What follows belongs to an exercise in optimizing a design on an open flow for small area, a short achievable clock period and few clock cycles; a production flow would make more cautious choices.
No functional check of the RTL was part of any run shown here.
No activity file was given, so power comes from the tool's default toggle rates.

==> flow/design.v, too long to show whole: its modules and the start of the top module <==
// module fp_mult: 1553 lines
// module fa_cell: 6 lines
// module ha_cell: 6 lines
// module hold_mux: 7 lines
module fp_mult(A, B, clk, reset, C, done, flow);
  // ...
==> flow/flow/run.sh <==
#!/bin/bash
set -o pipefail
export BUFFER_PORTS_ARGS="-buffer_cell sky130_fd_sc_hd__buf_4"
bash standard.sh > standard.log 2>&1
==> flow/standard.sh <==
#!/bin/bash
# synth_recipe.tcl (not shown) runs the flow's synth.tcl, then flattens the netlist and writes it again
# the make line also repeats each setting of config.mk as NAME=value (left out here)
make -C /OpenROAD-flow-scripts/flow DESIGN_CONFIG=/design/flow/config.mk WORK_HOME=/design/flow/orfs CLKGATE_MAP_FILE= SYNTH_SCRIPT=/design/flow/synth_recipe.tcl "${@:-finish}"
==> flow/config.mk <==
export PLATFORM = sky130hd
export DESIGN_NAME = fp_mult
export DESIGN_NICKNAME = fp_mult
export VERILOG_FILES = /design/flow/design.v
export SDC_FILE = /design/flow/constraint.sdc
export NUM_CORES = 4
export LEC_CHECK = 0
export ABC_AREA = 1
export CAP_MARGIN = 20
export CORE_MARGIN = 2
export CORE_UTILIZATION = 40
export SLEW_MARGIN = 20
export SYNTH_HIERARCHICAL = 1
==> flow/constraint.sdc <==
create_clock -name core_clock -period 5.0 [get_ports {clk}]
set_input_delay 1.0000 -clock core_clock [delete_from_list [all_inputs] [get_ports {clk}]]
set_output_delay 1.0000 -clock core_clock [all_outputs]
set_load 0.01 [all_outputs]
==> out/results.ini, run 1 <==
[floorplan]
ios=101

[outcome]
violations=negative setup slack
run_status=complete, but fails checks

[power]
seq_cell_power_uw=997
leakage_power_total_uw=0.00983
power_per_cell_area_nw_per_um2=701
finalPower_uw=15200
combinationalPowerShare_pct=88.6
clk-power_uw=735

[final_layout]
layout.sequential_cells=67
clock_tree_area_fraction_pct=1.60
largest_register_ff_count=57
final_design_area_no_fill_um2=21700

[critical_path]
startpoint=r_m[3]
critical_path.startpoint_type=flop
timing.rr.start=r_m[52]
worst_path_most_repeated_cell=sky130_fd_sc_hd__nand2_4
worstSetupEndpoint=C[6]

[synth]
synthesis.area_um2=18000
syn_avg_cell_area_um2=7.88

[clock_network]
cts_max_path_buffers=2
cts_tree=yes
cts_root_buffer=sky130_fd_sc_hd__clkbuf_16

[timing]
fin_ws_ns=-0.00285
setup-violations-final=2
hold-worst-slack_ns=0.450
timing.final.crit_share_pct=100

[global_route]
gr-total-overflow=0
grt_first_pass_wirelength_um=95100
grt_most_used_layer=met2

[drt]
vias=16500

[placed_design]
preCtsSetupSlack_ns=-0.218

==> run 2: changes to the inputs <==
--- a/flow/design.v
+++ b/flow/design.v
@@ -1326,98 +1326,100 @@
     wire G1008 = g966 | (p967 & G1006);
     wire P1009 = 1'b0;
     wire G1010 = g970 | (p971 & g968);
     wire P1011 = p971 & p969;
     wire G1012 = g974 | (p975 & g972);
     wire P1013 = p975 & p973;
     wire G1014 = G1010 | (P1011 & G1008);
     wire P1015 = 1'b0;
-    wire G1016 = g976 | (p977 & G1012);
-    wire P1017 = p977 & P1013;
-    wire G1018 = G1016 | (P1017 & G1014);
-    wire P1019 = 1'b0;
-    reg [57:0] r_m;           
+    reg [61:0] r_m;           
     reg [8:0] r_esum;
     reg r_sign;
     reg r_done;
-    wire [57:0] m_next;
-    hold_mux #(.W(58)) u_hold (.load(reset), .q(r_m), .d({s564, c545, s544, c525, P1019, G1018, s938, c937, c933, s936, s932, c929, c923, s928, s922, c917, c909, s916, s908, c901, c891, s900, s890, c881, c869, s880, s868, c857, c843, s856, s842, c829, c813, s828, s812, c797, c779, s796, s778, c761, c741, s760, s740, c721, c699, s720, s698, c677, s676, c653, c629, s652, s628, c607, c585, s606, s584, c565}), .y(m_next));
+    wire [61:0] m_next;
+    hold_mux #(.W(62)) u_hold (.load(reset), .q(r_m), .d({s564, c545, s544, c525, s524, s522, P1013, G1012, P1015, G1014, s938, c937, c933, s936, s932, c929, c923, s928, s922, c917, c909, s916, s908, c901, c891, s900, s890, c881, c869, s880, s868, c857, c843, s856, s842, c829, c813, s828, s812, c797, c779, s796, s778, c761, c741, s760, s740, c721, c699, s720, s698, c677, s676, c653, c629, s652, s628, c607, c585, s606, s584, c565}), .y(m_next));
     always @(posedge clk)
         r_m <= m_next;
     always @(posedge clk) begin
         if (reset) begin
             r_esum <= {1'b0, A[30:23]} + {1'b0, B[30:23]};
             r_sign <= A[31] ^ B[31];
             r_done <= 1'b1;
         end
     end
+    wire s1016, c1017;
+    ha_cell u_s1016 (.a(r_m[0]), .b(r_m[1]), .s(s1016), .co(c1017));
+    wire s1018, c1019;
+    ha_cell u_s1018 (.a(r_m[2]), .b(r_m[3]), .s(s1018), .co(c1019));
     wire s1020, c1021;
-    ha_cell u_s1020 (.a(r_m[0]), .b(r_m[1]), .s(s1020), .co(c1021));
+    ha_cell u_s1020 (.a(r_m[4]), .b(r_m[5]), .s(s1020), .co(c1021));
     wire s1022, c1023;
-    ha_cell u_s1022 (.a(r_m[2]), .b(r_m[3]), .s(s1022), .co(c1023));
+    ha_cell u_s1022 (.a(r_m[6]), .b(r_m[7]), .s(s1022), .co(c1023));
     wire s1024, c1025;
-    ha_cell u_s1024 (.a(r_m[4]), .b(r_m[5]), .s(s1024), .co(c1025));
+    ha_cell u_s1024 (.a(r_m[8]), .b(r_m[9]), .s(s1024), .co(c1025));
     wire s1026, c1027;
-    ha_cell u_s1026 (.a(r_m[6]), .b(r_m[7]), .s(s1026), .co(c1027));
+    ha_cell u_s1026 (.a(r_m[10]), .b(r_m[11]), .s(s1026), .co(c1027));
     wire s1028, c1029;
-    ha_cell u_s1028 (.a(r_m[8]), .b(r_m[9]), .s(s1028), .co(c1029));
+    ha_cell u_s1028 (.a(r_m[12]), .b(r_m[13]), .s(s1028), .co(c1029));
     wire s1030, c1031;
-    ha_cell u_s1030 (.a(r_m[10]), .b(r_m[11]), .s(s1030), .co(c1031));
+    ha_cell u_s1030 (.a(r_m[14]), .b(r_m[15]), .s(s1030), .co(c1031));
     wire s1032, c1033;
-    ha_cell u_s1032 (.a(r_m[12]), .b(r_m[13]), .s(s1032), .co(c1033));
+    ha_cell u_s1032 (.a(r_m[16]), .b(r_m[17]), .s(s1032), .co(c1033));
     wire s1034, c1035;
-    ha_cell u_s1034 (.a(r_m[14]), .b(r_m[15]), .s(s1034), .co(c1035));
+    ha_cell u_s1034 (.a(r_m[18]), .b(r_m[19]), .s(s1034), .co(c1035));
     wire s1036, c1037;
-    ha_cell u_s1036 (.a(r_m[16]), .b(r_m[17]), .s(s1036), .co(c1037));
+    ha_cell u_s1036 (.a(r_m[20]), .b(r_m[21]), .s(s1036), .co(c1037));
     wire s1038, c1039;
-    ha_cell u_s1038 (.a(r_m[18]), .b(r_m[19]), .s(s1038), .co(c1039));
+    ha_cell u_s1038 (.a(r_m[22]), .b(r_m[23]), .s(s1038), .co(c1039));
     wire s1040, c1041;
-    ha_cell u_s1040 (.a(r_m[20]), .b(r_m[21]), .s(s1040), .co(c1041));
+    ha_cell u_s1040 (.a(r_m[24]), .b(r_m[25]), .s(s1040), .co(c1041));
     wire s1042, c1043;
-    ha_cell u_s1042 (.a(r_m[22]), .b(r_m[23]), .s(s1042), .co(c1043));
+    ha_cell u_s1042 (.a(r_m[26]), .b(r_m[27]), .s(s1042), .co(c1043));
     wire s1044, c1045;
-    ha_cell u_s1044 (.a(r_m[24]), .b(r_m[25]), .s(s1044), .co(c1045));
+    ha_cell u_s1044 (.a(r_m[28]), .b(r_m[29]), .s(s1044), .co(c1045));
     wire s1046, c1047;
-    ha_cell u_s1046 (.a(r_m[26]), .b(r_m[27]), .s(s1046), .co(c1047));
+    ha_cell u_s1046 (.a(r_m[30]), .b(r_m[31]), .s(s1046), .co(c1047));
     wire s1048, c1049;
-    ha_cell u_s1048 (.a(r_m[28]), .b(r_m[29]), .s(s1048), .co(c1049));
+    ha_cell u_s1048 (.a(r_m[32]), .b(r_m[33]), .s(s1048), .co(c1049));
     wire s1050, c1051;
-    ha_cell u_s1050 (.a(r_m[30]), .b(r_m[31]), .s(s1050), .co(c1051));
+    ha_cell u_s1050 (.a(r_m[34]), .b(r_m[35]), .s(s1050), .co(c1051));
     wire s1052, c1053;
-    ha_cell u_s1052 (.a(r_m[32]), .b(r_m[33]), .s(s1052), .co(c1053));
+    ha_cell u_s1052 (.a(r_m[36]), .b(r_m[37]), .s(s1052), .co(c1053));
     wire s1054, c1055;
-    ha_cell u_s1054 (.a(r_m[34]), .b(r_m[35]), .s(s1054), .co(c1055));
+    ha_cell u_s1054 (.a(r_m[38]), .b(r_m[39]), .s(s1054), .co(c1055));
     wire s1056, c1057;
-    ha_cell u_s1056 (.a(r_m[36]), .b(r_m[37]), .s(s1056), .co(c1057));
+    ha_cell u_s1056 (.a(r_m[40]), .b(r_m[41]), .s(s1056), .co(c1057));
     wire s1058, c1059;
-    ha_cell u_s1058 (.a(r_m[38]), .b(r_m[39]), .s(s1058), .co(c1059));
+    ha_cell u_s1058 (.a(r_m[42]), .b(r_m[43]), .s(s1058), .co(c1059));
     wire s1060, c1061;
-    ha_cell u_s1060 (.a(r_m[40]), .b(r_m[41]), .s(s1060), .co(c1061));
+    ha_cell u_s1060 (.a(r_m[44]), .b(r_m[45]), .s(s1060), .co(c1061));
     wire s1062, c1063;
-    ha_cell u_s1062 (.a(r_m[42]), .b(r_m[43]), .s(s1062), .co(c1063));
+    ha_cell u_s1062 (.a(r_m[46]), .b(r_m[47]), .s(s1062), .co(c1063));
     wire s1064, c1065;
-    ha_cell u_s1064 (.a(r_m[44]), .b(r_m[45]), .s(s1064), .co(c1065));
+    ha_cell u_s1064 (.a(r_m[48]), .b(r_m[49]), .s(s1064), .co(c1065));
     wire s1066, c1067;
-    ha_cell u_s1066 (.a(r_m[46]), .b(r_m[47]), .s(s1066), .co(c1067));
-    wire s1068, c1069;
-    ha_cell u_s1068 (.a(r_m[48]), .b(r_m[49]), .s(s1068), .co(c1069));
-    wire s1070, c1071;
-    ha_cell u_s1070 (.a(r_m[50]), .b(r_m[51]), .s(s1070), .co(c1071));
-    wire g1072 = r_m[54] & r_m[55];
-    wire p1073 = r_m[54] ^ r_m[55];
-    wire g1074 = r_m[56] & r_m[57];
-    wire p1075 = r_m[56] ^ r_m[57];
-    wire G1076 = g1072 | (p1073 & r_m[52]);
+    ha_cell u_s1066 (.a(r_m[50]), .b(r_m[51]), .s(s1066), .co(c1067));
+    wire g1068 = r_m[56] & r_m[57];
+    wire p1069 = r_m[56] ^ r_m[57];
+    wire g1070 = r_m[58] & r_m[59];
+    wire p1071 = r_m[58] ^ r_m[59];
+    wire g1072 = r_m[60] & r_m[61];
+    wire p1073 = r_m[60] ^ r_m[61];
+    wire G1074 = r_m[54] | (r_m[55] & r_m[52]);
+    wire P1075 = 1'b0;
+    wire G1076 = g1068 | (p1069 & G1074);
     wire P1077 = 1'b0;
-    wire G1078 = g1074 | (p1075 & G1076);
-    wire P1079 = 1'b0;
-    wire cin = G1078;
-    wire [25:0] r_a = {c1069, c1067, c1065, c1063, c1061, c1059, c1057, c1055, c1053, c1051, c1049, c1047, c1045, c1043, c1041, c1039, c1037, c1035, c1033, c1031, c1029, c1027, c1025, c1023, c1021, s1020};
-    wire [24:0] r_b = {s1070, s1068, s1066, s1064, s1062, s1060, s1058, s1056, s1054, s1052, s1050, s1048, s1046, s1044, s1042, s1040, s1038, s1036, s1034, s1032, s1030, s1028, s1026, s1024, s1022};
+    wire G1078 = g1072 | (p1073 & g1070);
+    wire P1079 = p1073 & p1071;
+    wire G1080 = G1078 | (P1079 & G1076);
+    wire P1081 = 1'b0;
+    wire cin = G1080;
+    wire [25:0] r_a = {c1065, c1063, c1061, c1059, c1057, c1055, c1053, c1051, c1049, c1047, c1045, c1043, c1041, c1039, c1037, c1035, c1033, c1031, c1029, c1027, c1025, c1023, c1021, c1019, c1017, s1016};
+    wire [24:0] r_b = {s1066, s1064, s1062, s1060, s1058, s1056, s1054, s1052, s1050, s1048, s1046, s1044, s1042, s1040, s1038, s1036, s1034, s1032, s1030, s1028, s1026, s1024, s1022, s1020, s1018};
     wire [24:0] xa = r_a[25:1];
     wire [24:0] xb = r_b;
     wire [24:0] gg = xa & xb;
     wire [24:0] pp = xa ^ xb;
     wire G0_1 = gg[1] | (pp[1] & gg[0]);
     wire P0_1 = pp[1] & pp[0];
     wire G0_3 = gg[3] | (pp[3] & gg[2]);
     wire P0_3 = pp[3] & pp[2];
==> out/results.ini, run 2 <==
[synth]
syn-num-nets=2779  ; was 2747
netlist_instances=2313  ; was 2281
yosysWarnings=7  ; unchanged
syn_avg_cell_area_um2=7.91  ; was 7.88 µm²
synthesis.area_um2=18300  ; was 18000 µm²

[placed_design]
io_buffers=99  ; unchanged
dpl_cell_area_um2=20100  ; was 20200 µm²
finalWeightedCongestion=0.939  ; was 0.951
detailedPlacementHpwl_um=49200  ; was 51700 µm

[clock_network]
cts_tree=yes  ; unchanged
cts_root_buffer=sky130_fd_sc_hd__clkbuf_16  ; unchanged
cts-htree-levels=3  ; unchanged
clk_latency_ns=0.35  ; about the same
cts_max_path_buffers=2  ; unchanged
tritoncts_num_sinks=71  ; was 67
hold_buffers=0  ; unchanged
path_clk_slew_ns=0.06  ; about the same
tritoncts.num_buffers=9  ; unchanged

[timing]
hold-worst-slack_ns=0.450  ; about the same
timing.final.crit_period_ns=4.85  ; was 5.00 ns
fmax_mhz=206  ; was 200 MHz
timing_hold_violations_final=0  ; unchanged
setup-violations-final=0  ; was 2
slew_headroom_pct=39.7  ; was 36.5%
clock-skew-final_ns=0  ; unchanged
final_max_slew_viol_count=0  ; unchanged
worst_pin_slew_ns=0.904  ; was 0.952 ns
timing.final.crit_share_pct=97.1  ; was 100%

[critical_path]
cp_arrival_ns=3.85  ; was 4.00 ns
cp_data_required_time_ns=4.00  ; about the same
critical_path.startpoint_type=flop  ; unchanged
crit_path_end_kind=output port  ; unchanged
critical_path.max_fanout=9  ; was 5
critPathKind=flop to output port  ; unchanged

[drt]
post_route_antenna_net_violation_count=0  ; unchanged
drt_drc_violations_left=0  ; unchanged
vias_per_cell=5.47  ; was 5.45
post_drt_wl_per_cell_um=20.3  ; was 20.7 µm
vias=16500  ; about the same
drt_iter0_markers=1320  ; was 1212
first_pass_iters=6  ; unchanged
finalWirelength_um=60900  ; was 62700 µm

[outcome]
run_status=no timing/DRC/antenna violations  ; was complete, but fails checks

[floorplan]
fp.dieW_um=218  ; was 216 µm
design.die.area_um2=47500  ; was 46600 µm²
std_cell_rows=78  ; was 77
fp.coreArea_um2=45300  ; was 44300 µm²
ios=101  ; unchanged
chipHeight_um=218  ; was 216 µm
floorplan.initialDensity_pct=40.4  ; was 40.5%

[power]
leakage_power_total_uw=0.00948  ; was 0.00983 µW
power_per_cell_area_nw_per_um2=679  ; was 701 nW/µm²
worst_voltage_drop_across_the_vdd_grid_mv=0.508  ; was 0.684 mV

[hold_path]
worstHoldPathType=flop to flop  ; unchanged

[final_layout]
top_regs=r_m x61, r_esum x9, r_sign x1  ; was r_m x57, r_esum x9, r_sign x1
layout.nets=2868  ; was 2903
registers.top_by_ff_count=r_m  ; unchanged
fill_cells=4533  ; was 4351
share_of_cells_above_drive_strength_1_pct=13.5  ; was 20.2%
area_delta_synth_final_pct=14.4  ; was 20.8%
multi_input_area_um2=15300  ; was 15700 µm²
largest_register_ff_count=61  ; was 57
final_common_cell=sky130_fd_sc_hd__nand2_1  ; unchanged
seq_area_um2=1530  ; was 1450 µm²
final_design_area_no_fill_um2=20900  ; was 21700 µm²
final_cell_mix=sky130_fd_sc_hd__nand2_1 (469), sky130_fd_sc_hd__o22ai_1 (273), sky130_fd_sc_hd__xnor2_1 (256)  ; was sky130_fd_sc_hd__nand2_1 (438), sky130_fd_sc_hd__buf_4 (268), sky130_fd_sc_hd__o22ai_1 (264)

[global_route]
first_global_vias=16700  ; was 17000
grt_first_pass_wirelength_um=94100  ; was 95100 µm
globalRouteTotalUtil_pct=25.7  ; was 26.3%
largest_net_degree_at_the_start_of_global_routing=73  ; was 69
gr-total-overflow=0  ; unchanged
grt_antenna_before_repair=0  ; was 1

[run]
maxCapViolations=0  ; unchanged

run 2: area by class of cell:
type                    instances  area share [%]
multi-input cells            1822            72.9
flip-flops and latches         71            7.29
repair buffers                244            9.86
diodes                          1          0.0120
repair inverters                2          0.0837
clock inverters                 5           0.389
inverters                     252            4.69
well taps                     600            3.59
clock buffers                  11            1.16
run 2: routing by layer:
metal / part of all wire [%] / global-route usage (%)
met1: 43 / 33.9
met2: 47 / 43.1
met3: 5.8 / 2.47
met4: 4.1 / 10.7
met5: 0 / 0
run 2: timing repair:
| action | 4_1_cts | 5_1_grt |
|---|---|---|
| pin swaps | 6 | 21 |
| buffers inserted | 10 | 18 |
| setup endpoints to repair | 32 | 35 |
| gates cloned | 3 | 2 |
| resized for setup | 14 | 38 |
run 2: stage by stage:
stage / worst slack, ns / power [µW] / utilization, % / setup TNS [ns] / cells
final: 0.146 / 14200 / 46.2 / 0 / 3008
after global routing: -0.0848 / 16000 / 46.2 / -1.26 / 3007
after CTS: 0.0100 / 13900 / 45.5 / 0 / 2988
after detailed placement: -0.123 / 12800 / 44.3 / -0.605 / 2959
after global placement: -0.0259 / 12700 / 44.3 / -0.0439 / 2959
after floorplan: 0.00233 / 9430 / - / 0 / 2313
run 2: final timing paths:
kind / from / endpoint / slack, ns / cells after the start
min: r_m[55] / r_m[55] / 0.45 / 2
max: r_m[3] / C[2] / 0.15 / 25
max reg2reg: r_m[52] / r_m[52] / 4.27 / 2
min reg2reg: r_m[55] / r_m[55] / 0.45 / 2
run 2: worst max-delay path: stages, from the launching register on:
cell,delay (ns)
sky130_fd_sc_hd__dfxtp_4,0.36
sky130_fd_sc_hd__ha_4,0.27
sky130_fd_sc_hd__inv_2,0.04
sky130_fd_sc_hd__ha_4,0.25
sky130_fd_sc_hd__nand2_1,0.08
sky130_fd_sc_hd__nor2_2,0.14
sky130_fd_sc_hd__nand2_2,0.07
sky130_fd_sc_hd__inv_2,0.08
sky130_fd_sc_hd__nand2_2,0.07
sky130_fd_sc_hd__nor2_4,0.12
sky130_fd_sc_hd__inv_2,0.06
sky130_fd_sc_hd__nor3_4,0.14
sky130_fd_sc_hd__nand3_2,0.13
sky130_fd_sc_hd__nor2_4,0.17
sky130_fd_sc_hd__nand3_2,0.12
sky130_fd_sc_hd__nand3_2,0.09
sky130_fd_sc_hd__nand2_1,0.06
sky130_fd_sc_hd__nand3_2,0.14
sky130_fd_sc_hd__nand2_8,0.10
sky130_fd_sc_hd__nand2_1,0.07
sky130_fd_sc_hd__nand2_1,0.10
sky130_fd_sc_hd__nor2_4,0.28
sky130_fd_sc_hd__buf_6,0.19
sky130_fd_sc_hd__nand4_1,0.10
sky130_fd_sc_hd__nand2_2,0.14
sky130_fd_sc_hd__buf_4,0.13
run 2: power by group:
part | internal (µW) | switching (µW) | total (µW)
logic | 5380 | 7070 | 12400
clock network | 451 | 281 | 732
registers | 873 | 163 | 1040

separate check: timing with driven ports:
Ports are ideal in the flow. The routed layouts listed here were re-timed in OpenROAD. Step 1 assumes that a clkbuf_16 drives the clock port and a buf_2 every other input. Step 2 moves the port delays by t, midway between the first and last clock arrival at a register: inputs arrive t later, outputs are due t later. That takes back most of the time a late clock gives input paths. Slacks: ideal / step 1 / step 2; pairs: ideal / step 1.
run	t (ns)	setup WS [ns]	hold WS [ns]	latest minus earliest clock arrival (ns)
run 1	0.394	-0.003 / -0.050 / -0.215	0.450 / 0.450 / 0.450	0.010 / 0.010
run 2	0.399	0.146 / 0.097 / -0.124	0.450 / 0.450 / 0.450	0.016 / 0.016
Met with ideal ports but missed after step 2: setup timing in run 2. The setup slack of run 2, which loses most, moves by -0.049 ns with the drivers and by -0.270 ns with both steps.
